Source: an optimization exercise on an open RTL-to-GDS flow (aim: small area, a short achievable clock period and few clock cycles per item). Production flows keep margins and buffers that such runs may drop.
Function was not checked in any run shown here: the RTL went through the layout flow alone.

==> flow/design.v, too long to show whole: its modules and the start of the top module <==
// module requant: 3797 lines
// module requant_top: 54 lines
module requant_top (
    input  wire        clk,
    input  wire        rst,
    input  wire [31:0] in_A_tdata,
    input  wire        in_A_tlast,
    input  wire        in_A_tvalid,
    output wire        in_A_tready,
    input  wire [31:0] in_bias_tdata,
    input  wire        in_bias_tlast,
    input  wire        in_bias_tvalid,
    output wire        in_bias_tready,
    input  wire [31:0] in_m_tdata,
    input  wire        in_m_tlast,
    input  wire        in_m_tvalid,
    output wire        in_m_tready,
    input  wire [7:0]  in_e_tdata,
    input  wire        in_e_tlast,
    input  wire        in_e_tvalid,
    output wire        in_e_tready,
    output wire [7:0]  out_D_tdata,
    output wire        out_D_tlast,
    output wire        out_D_tvalid,
    input  wire        out_D_tready
);
  // ...
==> flow/run.sh <==
#!/bin/bash
# synth_recipe.tcl (not shown) runs the flow's synth.tcl, then flattens the netlist and writes it again
# the make line also repeats each setting of config.mk as NAME=value (left out here)
make -C /OpenROAD-flow-scripts/flow DESIGN_CONFIG=/design/flow/config.mk WORK_HOME=/design/flow/orfs CLKGATE_MAP_FILE= SYNTH_SCRIPT=/design/flow/synth_recipe.tcl finish
==> flow/config.mk <==
export PLATFORM = sky130hd
export DESIGN_NAME = requant_top
export DESIGN_NICKNAME = requant_top
export VERILOG_FILES = /design/flow/design.v
export SDC_FILE = /design/flow/constraint.sdc
export NUM_CORES = 4
export LEC_CHECK = 0
export ABC_CLOCK_PERIOD_IN_PS = 3500
export CAP_MARGIN = 20
export CORE_MARGIN = 2
export CORE_UTILIZATION = 40
export SETUP_SLACK_MARGIN = 5
export SLEW_MARGIN = 20
==> flow/constraint.sdc <==
create_clock -name core_clock -period 9.0 [get_ports {clk}]
set_input_delay 1.8000 -clock core_clock [delete_from_list [all_inputs] [get_ports {clk}]]
set_output_delay 1.8000 -clock core_clock [all_outputs]
set_load 0.01 [all_outputs]
==> reports/metrics.csv, run 1 <==
metric,value,unit
clk_pin_slew_worst_paths,70,ps
netlist_area,44500,sq um
viasPerCell,5.67,
synth_ff_type,dfxtp_1,
required,9460,ps
post-route-util,0.447,
drtIter0Drc,3210,
largest_reg_flops,186,
clk_path_buf_depth,3,
met1_length,54800,microns
regMostFlops,requant_QKV.q2,
dp_cells,5739,
ys_warn_count,1,
cpMaxStageDelayCell,dfxtp_1,
numCtsBuffers,67,
synth_compound_area_frac,0.171,
drive_gt1_frac,0.0805,
synth_edf_count,162,
grt_pass1_wl,206000,microns
setup_ws,5150,ps
period_minus_slack,3850,ps
ys_seq_area_frac,0.287,
largest_cell_class,multi-input combinational cells,
crit_path_end_kind,flip-flop,
clk_share,0.0449,
inverters,554,
areaGrowthSynthToFinish,11.2,%
min_to,requant_QKV.sh3[4]$_DFF_P_,
worst-path-stages,7,
wl_met3,10800,microns
setup_viol,0,
outcome,timing/DRC/antenna clean,
clkSinkCount,557,
final.setup.tns,0,ps
stdcell_area,49400,sq um
initial_utilization,0.402,
top_layer,met5,
grt_pass1_vias,34640,
==> inputs of run 2 (changes only) <==
--- a/flow/config.mk
+++ b/flow/config.mk
@@ -6,8 +6,6 @@
 export NUM_CORES = 4
 export LEC_CHECK = 0
-export ABC_CLOCK_PERIOD_IN_PS = 3500
 export CAP_MARGIN = 20
 export CORE_MARGIN = 2
 export CORE_UTILIZATION = 40
-export SETUP_SLACK_MARGIN = 5
 export SLEW_MARGIN = 20
==> run 2 against run 1 <==
Compared with the run above: non-clock buffer count shrank 12; routed wire length barely moved; clock skew about the same; highest routed layer unchanged; die area unchanged; area after synthesis unchanged.
==> reports/metrics.csv, run 2 <==
metric,value,unit,change
outcome,timing/DRC/antenna clean,,unchanged
drive_gt1_frac,0.0649,,was 0.0805
top_regs,"requant_QKV.q2: 186 flops, requant_QKV.mul: 64 flops, requant_QKV.mem: 45 flops",,unchanged
cts_root_buf,clkbuf_16,,unchanged
synth.area.top_cells,"fa_1, dfxtp_1, edfxtp_1, a22oi_1, xnor2_1",,unchanged
cts_setup_buffers,0,,was 3
synth_top_area_share,0.192,,unchanged
io_pins,129,,unchanged
synthDistinctLibCells,105,,unchanged
period_minus_slack,4640,ps,was 3850 ps
crit_type,reg2reg,,unchanged
htree_levels,3,,unchanged
diodes,0,,unchanged
synth_edf_count,162,,unchanged
fin_skew,27.5,ps,was 27.6 ps
cpPeakStageDelay,660,ps,was 910 ps
drc,0,,unchanged
worstSetupStartpointType,flip-flop,,unchanged
grt_start_max_net_pins,55,,unchanged
grt_pass1_wl,205000,microns,was 206000 microns
r2r-start,requant_QKV.q2[37]$_DFF_P_,,was requant_QKV.neg[4]$_DFF_P_
grt_setup_unrepaired,false,,was true
via_count,33440,,was 33327
firstDrtPassIters,6,,unchanged
nNetsFinal,5055,,was 5067
post-route-util,0.442,,was 0.447
synth-seq-cells,557,,unchanged
dieArea,114000,sq um,unchanged
clk_latency,640,ps,about the same
hold_class,reg2reg,,unchanged
clk_pin_slew_worst_paths,70,ps,about the same
worst_slew_pin_slew,1170,ps,about the same
final.setup.tns,0,ps,unchanged
overflow,0,,unchanged
synth_nets,5153,,unchanged
ys_warn_count,1,,unchanged
startpoint,requant_QKV.q2[37]$_DFF_P_,,was requant_QKV.neg[4]$_DFF_P_
cts_tree,built,,unchanged
viasPerCell,5.71,,was 5.67
dp_hpwl,90500,microns,unchanged
coreArea,111000,sq um,unchanged
row_count,122,,unchanged
period_share,0.515,,was 0.428
die_w,337,microns,unchanged
post_drt_wl_per_cell,22.6,microns,about the same
hold_buffers,0,,unchanged
final_cell_mix,"inv_1, a22oi_1, fa_1, xnor2_1, dfxtp_1",,unchanged
cap_violations,0,,unchanged
setup_ws,4360,ps,was 5150 ps
largest_reg_flops,186,,unchanged
synth_common_cells,"inv_1, a22oi_1, fa_1",,unchanged
drv_slew,0,,unchanged
avgSynthCellArea,10.1,sq um,unchanged
path_cells,inv_1 -> fa_1 -> fa_1 -> inv_1 -> ha_1 -> nand3_1 -> o22ai_1 -> a221o_1 -> o211a_1 -> o311ai_0 -> nand2_1 -> a31oi_1 -> o211ai_1 -> a31oi_1 -> xor2_1,,was inv_4 -> xnor2_1 -> fa_1 -> fa_1 -> inv_1 -> fa_1 -> fa_1
antenna_left,0,,unchanged
initial_utilization,0.402,,unchanged
synthCells,4418,,unchanged
crit_fanout,8,,was 27
required,9560,ps,was 9460 ps
port_buffers,128,,unchanged
wirelength,133000,microns,about the same
dp_cells,5739,,unchanged
place_area,46700,sq um,unchanged
grt_util_all_layers,0.234,,about the same
slew_headroom,0.219,,was 0.223
hold_viol_final,0,,unchanged
yosysMostFrequentCell,inv_1,,unchanged
numCtsBuffers,67,,unchanged
cts_resized,0,,was 37
areaGrowthSynthToFinish,9.98,%,was 11.2%
clk_path_buf_depth,3,,unchanged
async_flop_share,0,,unchanged
worstPathArrival,5190,ps,was 4320 ps
final_common_cell,inv_1,,unchanged
antenna_found_initial,3,,unchanged
grt_pass1_vias,34585,,was 34640
fin_cells,5861,,was 5873
post-synth-top-area-cell,fa_1,,unchanged
netlist_area,44500,sq um,unchanged
cpMaxStageDelayCell,o311ai_0,,was dfxtp_1
regMostFlops,requant_QKV.q2,,unchanged
synth_ff_type,dfxtp_1,,unchanged
holdWs,322,ps,was 320 ps
setup_viol,0,,unchanged
stdcell_area,48900,sq um,was 49400 sq um
ys_seq_area_frac,0.287,,unchanged
gp_congestion,0.926,,unchanged
die_h,337,microns,unchanged
drtIter0Drc,3150,,was 3210
clkSinkCount,557,,unchanged
min-delay-start,requant_QKV.sh2[4]$_DFF_P_,,unchanged
crit_path_end_kind,flip-flop,,unchanged
dp_slack,4300,ps,unchanged
max_freq,216,MHz,was 260 MHz
-- run 2: cell counts after synthesis --
No cell type changed its count.
-- run 2: cell type report --
type | count | area (sq um)
fillers | 10627 | 61600
multi-input cells | 2956 | 28200
flip-flops and latches | 557 | 12800
inverters | 554 | 2080
well taps | 1488 | 1860
clock buffers | 88 | 1840
repair buffers | 184 | 1700
clock inverters | 34 | 383
-- run 2: routing by layer --
layer,routed length [microns],up-vias,global-route usage
met3,10800,331,0.0368
met5,10,-,0
met2,61300,1616,0.379
met1,55100,16541,0.311
li1,-,14950,-
met4,5260,2,0.0983
-- run 2: cells by family (layout without fill, tap and decap cells) --
kind of cell | Yosys count | after routing | share of synthesized area
AO/OA/AOI/OAI | 1065 | 1065 | 0.171
XOR/XNOR | 640 | 640 | 0.126
adder cells (fa/ha/maj) | 620 | 620 | 0.246
buffers and inverters | 905 | 860 | 0.0791
flip-flops | 557 | 557 | 0.287
multiplexers | 87 | 87 | 0.0256
AND/OR/NAND/NOR | 544 | 544 | 0.0643
-- run 2: final timing paths --
path	depth (start not counted)	slack [ps]	endpoint
min reg2reg	0	320	requant_QKV.sh3[4]$_DFF_P_
max	15	4360	requant_QKV.mul[63]$_DFF_P_
max reg2reg	15	4360	requant_QKV.mul[63]$_DFF_P_
min	0	320	requant_QKV.sh3[4]$_DFF_P_
-- run 2: critical path: cells and delay by family, from the launching register on --
| kind | cells | cell delay (ps) |
|---|---|---|
| DFF | 1 | 310 |
| xor gates and xnor gates | 1 | 150 |
| AOI/OAI and AO/OA | 7 | 2190 |
| buffers and inverters | 2 | 90 |
| adders and majority gates | 3 | 1390 |
| and+or+nand+nor | 2 | 420 |
==> inputs of run 3 (changes only) <==
==> flow/flow/run.sh (new file) <==
#!/bin/bash
set -euo pipefail
MARGIN=${MARGIN:-5.8}
sed "s/SETUP_SLACK_MARGIN=[-0-9.]*/SETUP_SLACK_MARGIN=${MARGIN}/" standard.sh > standard_margin.sh
grep -q "SETUP_SLACK_MARGIN=${MARGIN}" standard_margin.sh
bash standard_margin.sh > flow_make.log 2>&1
==> flow/standard.sh (new file) <==
#!/bin/bash
# synth_recipe.tcl (not shown) runs the flow's synth.tcl, then flattens the netlist and writes it again
# the make line also repeats each setting of config.mk as NAME=value (left out here)
make -C /OpenROAD-flow-scripts/flow DESIGN_CONFIG=/design/flow/config.mk WORK_HOME=/design/flow/orfs CLKGATE_MAP_FILE= SYNTH_SCRIPT=/design/flow/synth_recipe.tcl "${@:-finish}"
--- a/flow/config.mk
+++ b/flow/config.mk
@@ -9,3 +9,4 @@
 export CORE_MARGIN = 2
 export CORE_UTILIZATION = 40
+export SETUP_SLACK_MARGIN = 5
 export SLEW_MARGIN = 20
removed: flow/run.sh
==> run 3 against run 2 <==
Compared with the run above: still clean; worst hold slack hardly changed; maximum frequency grew 22%; clock skew increased by 5.7 ps; register-to-register slack better by 820 ps; critical path type unchanged; largest cell class unchanged.
==> reports/metrics.csv, run 3 <==
metric,value,unit,change
synth_compound_area_frac,0.171,,unchanged
setup_ws,5190,ps,was 4360 ps
overflow,0,,unchanged
clk_path_buf_depth,3,,unchanged
grt_setup_unrepaired,true,,was false
hold_buffers,0,,unchanged
post-synth-top-area-cell,fa_1,,unchanged
final.setup.tns,0,ps,unchanged
post_drt_wl_per_cell,24.9,microns,was 22.6 microns
crit_path_end_kind,flip-flop,,unchanged
cap_violations,0,,unchanged
drc,0,,unchanged
via_count,35611,,was 33440
synth_edf_count,162,,unchanged
synth-seq-cells,557,,unchanged
clkSinkCount,557,,unchanged
async_flop_share,0,,unchanged
diodes,0,,unchanged
slew_headroom,0.350,,was 0.219
hold_viol_final,0,,unchanged
worstSetupStartpointType,flip-flop,,unchanged
clk_latency,660,ps,was 640 ps
drtIter0Drc,3763,,was 3150
dp_slack,4730,ps,was 4300 ps
die_h,337,microns,unchanged
antenna_left,0,,unchanged
coreArea,111000,sq um,unchanged
crit_fanout,6,,was 8
cts_root_buf,clkbuf_16,,unchanged
largest_reg_flops,186,,unchanged
synth-simple-area-share,0.0643,,unchanged
synthCells,4418,,unchanged
initial_utilization,0.402,,unchanged
worst_slew_pin_slew,972,ps,was 1170 ps
ys_seq_area_frac,0.287,,unchanged
avgSynthCellArea,10.1,sq um,unchanged
nNetsFinal,5285,,was 5055
synth_top_family_by_area,adder cells,,unchanged
regMostFlops,requant_QKV.q2,,unchanged
grt_util_all_layers,0.251,,was 0.234
viasPerCell,5.84,,was 5.71
firstDrtPassIters,7,,was 6
dieArea,114000,sq um,unchanged
numCtsBuffers,69,,was 67
outcome,timing/DRC/antenna clean,,unchanged
clk_pin_slew_worst_paths,60,ps,was 70 ps
setup_viol,0,,unchanged
synth_xor_area_frac,0.126,,unchanged
drv_slew,0,,unchanged
synthDistinctLibCells,105,,unchanged
io_pins,129,,unchanged
wirelength,152000,microns,was 133000 microns
netlist_area,44500,sq um,unchanged
required,9550,ps,was 9560 ps
place_area,47000,sq um,was 46700 sq um
hold_class,reg2reg,,unchanged
gp_congestion,0.965,,was 0.926
grt_pass1_wl,218000,microns,was 205000 microns
yosysMostFrequentCell,inv_1,,unchanged
top_regs,"requant_QKV.q2: 186 flops, requant_QKV.mul: 64 flops, requant_QKV.mem: 45 flops",,unchanged
drive_gt1_frac,0.182,,was 0.0649
port_buffers,128,,unchanged
synth_ff_type,dfxtp_1,,unchanged
synth_nets,5153,,unchanged
synth.area.top_cells,"fa_1, dfxtp_1, edfxtp_1, a22oi_1, xnor2_1",,unchanged
htree_levels,3,,unchanged
stdcell_area,54500,sq um,was 48900 sq um
synth_common_cells,"inv_1, a22oi_1, fa_1",,unchanged
areaGrowthSynthToFinish,22.6,%,was 9.98%
die_w,337,microns,unchanged
synth_mux_area_frac,0.0256,,unchanged
worstPathArrival,4360,ps,was 5190 ps
crit_type,reg2reg,,unchanged
cts_tree,built,,unchanged
rr_worst_depth,15,,unchanged
yosys.area_share.adder,0.246,,unchanged
grt_pass1_vias,35524,,was 34585
period_share,0.424,,was 0.515
fin_skew,33.2,ps,was 27.5 ps
max_freq,262,MHz,was 216 MHz
final_cell_mix,"inv_1, a22oi_1, fa_1, xnor2_1, dfxtp_1",,unchanged
antenna_found_initial,3,,unchanged
ys_warn_count,1,,unchanged
period_minus_slack,3810,ps,was 4640 ps
synth_top_area_share,0.192,,unchanged
dp_hpwl,91800,microns,was 90500 microns
grt_start_max_net_pins,55,,unchanged
row_count,122,,unchanged
whs_path_depth,0,,unchanged
final_common_cell,inv_1,,unchanged
-- run 3: cell counts after synthesis --
No cell type changed its count.
-- run 3: final cells by class --
class | count | area, sq um
Fill cell | 10018 | 56000
Tap cell | 1488 | 1860
Sequential cell | 557 | 13000
Clock inverter | 35 | 348
Timing Repair Buffer | 411 | 5170
Clock buffer | 92 | 1930
Multi-Input combinational cell | 2957 | 30100
Inverter | 554 | 2120
-- run 3: final timing paths --
path,end,slack [ps],from
min,requant_QKV.sh3[4]$_DFF_P_,320,requant_QKV.sh2[4]$_DFF_P_
max reg2reg,requant_QKV.mul[63]$_DFF_P_,5190,requant_QKV.q2[41]$_DFF_P_
max,requant_QKV.mul[63]$_DFF_P_,5190,requant_QKV.q2[41]$_DFF_P_
min reg2reg,requant_QKV.sh3[4]$_DFF_P_,320,requant_QKV.sh2[4]$_DFF_P_
-- run 3: metal layers --
metal  track usage  part of all wire
met2         0.398              0.45
met3        0.0624              0.10
met1         0.317              0.38
met5             0           0.00046
met4         0.131             0.063
-- run 3: metrics by stage --
stage	utilization	std cells	hold WS (ps)
after floorplan	-	4418	310
after global placement	0.425	5737	311
after detailed placement	0.425	5737	312
after CTS	0.461	5922	325
after global routing	0.493	6094	330
final	0.493	6094	322
-- run 3: what timing repair did --
item | in CTS | in global routing
cloned | 0 | 17
setup endpoints to repair | 200 | 148
pin swaps | 64 | 114
gates resized for setup | 242 | 324
setup buffers | 58 | 155
-- run 3: cell families (layout without fill, tap and decap cells) --
logic type / Yosys count / count (layout)
AO/OA/AOI/OAI: 1065 / 1066
buffers and inverters: 905 / 1092
XOR/XNOR: 640 / 640
adder cells (fa/ha/maj): 620 / 620
flip-flops: 557 / 557
AND/OR/NAND/NOR: 544 / 544
multiplexers: 87 / 87
-- run 3: worst max-delay path, cell delays in order (launching register included) --
cell and delay (ps):
dfxtp_2 320, inv_2 30, fa_1 490, fa_1 530
inv_2 50, ha_4 240, a21oi_4 190, nand2_1 80
a221o_1 340, o211a_1 300, o311ai_4 300, nand2_2 130
a31oi_4 200, o211ai_1 140, a31oi_1 210, xor2_1 180

separate check: timing with driven ports:
The results above use ideal ports. As a check the final layouts listed here were re-extracted and re-timed, cells and wires unchanged.
Step 1: set_driving_cell puts a clkbuf_16 on clk and a buf_2 on each other input, an assumption about the parent block.
Step 2 adds t to the input delays and takes it off the output delays; t is the mean of the earliest and latest rising clock arrival at the registers after step 1. Input paths then give back, and output paths get back, about the clock's delay inside the block.
a / b / c = ideal / step 1 / step 2; a / b = the first two.
run | t (ns) | setup slack, ns | hold slack, ns | worst slew at a driven data input, ns
run 1 | 0.701 | 5.148 / 5.148 / 4.610 | 0.320 / 0.320 / 0.320 | 0.05
run 2 | 0.703 | 4.364 / 4.364 / 4.364 | 0.322 / 0.322 / 0.322 | 0.05
run 3 | 0.720 | 5.187 / 5.187 / 5.165 | 0.322 / 0.322 / 0.322 | 0.06
After both steps setup and hold are still met in every run listed. For run 1, which loses most, drivers alone change the setup slack by 0.000 ns; drivers and shift together by -0.538 ns.
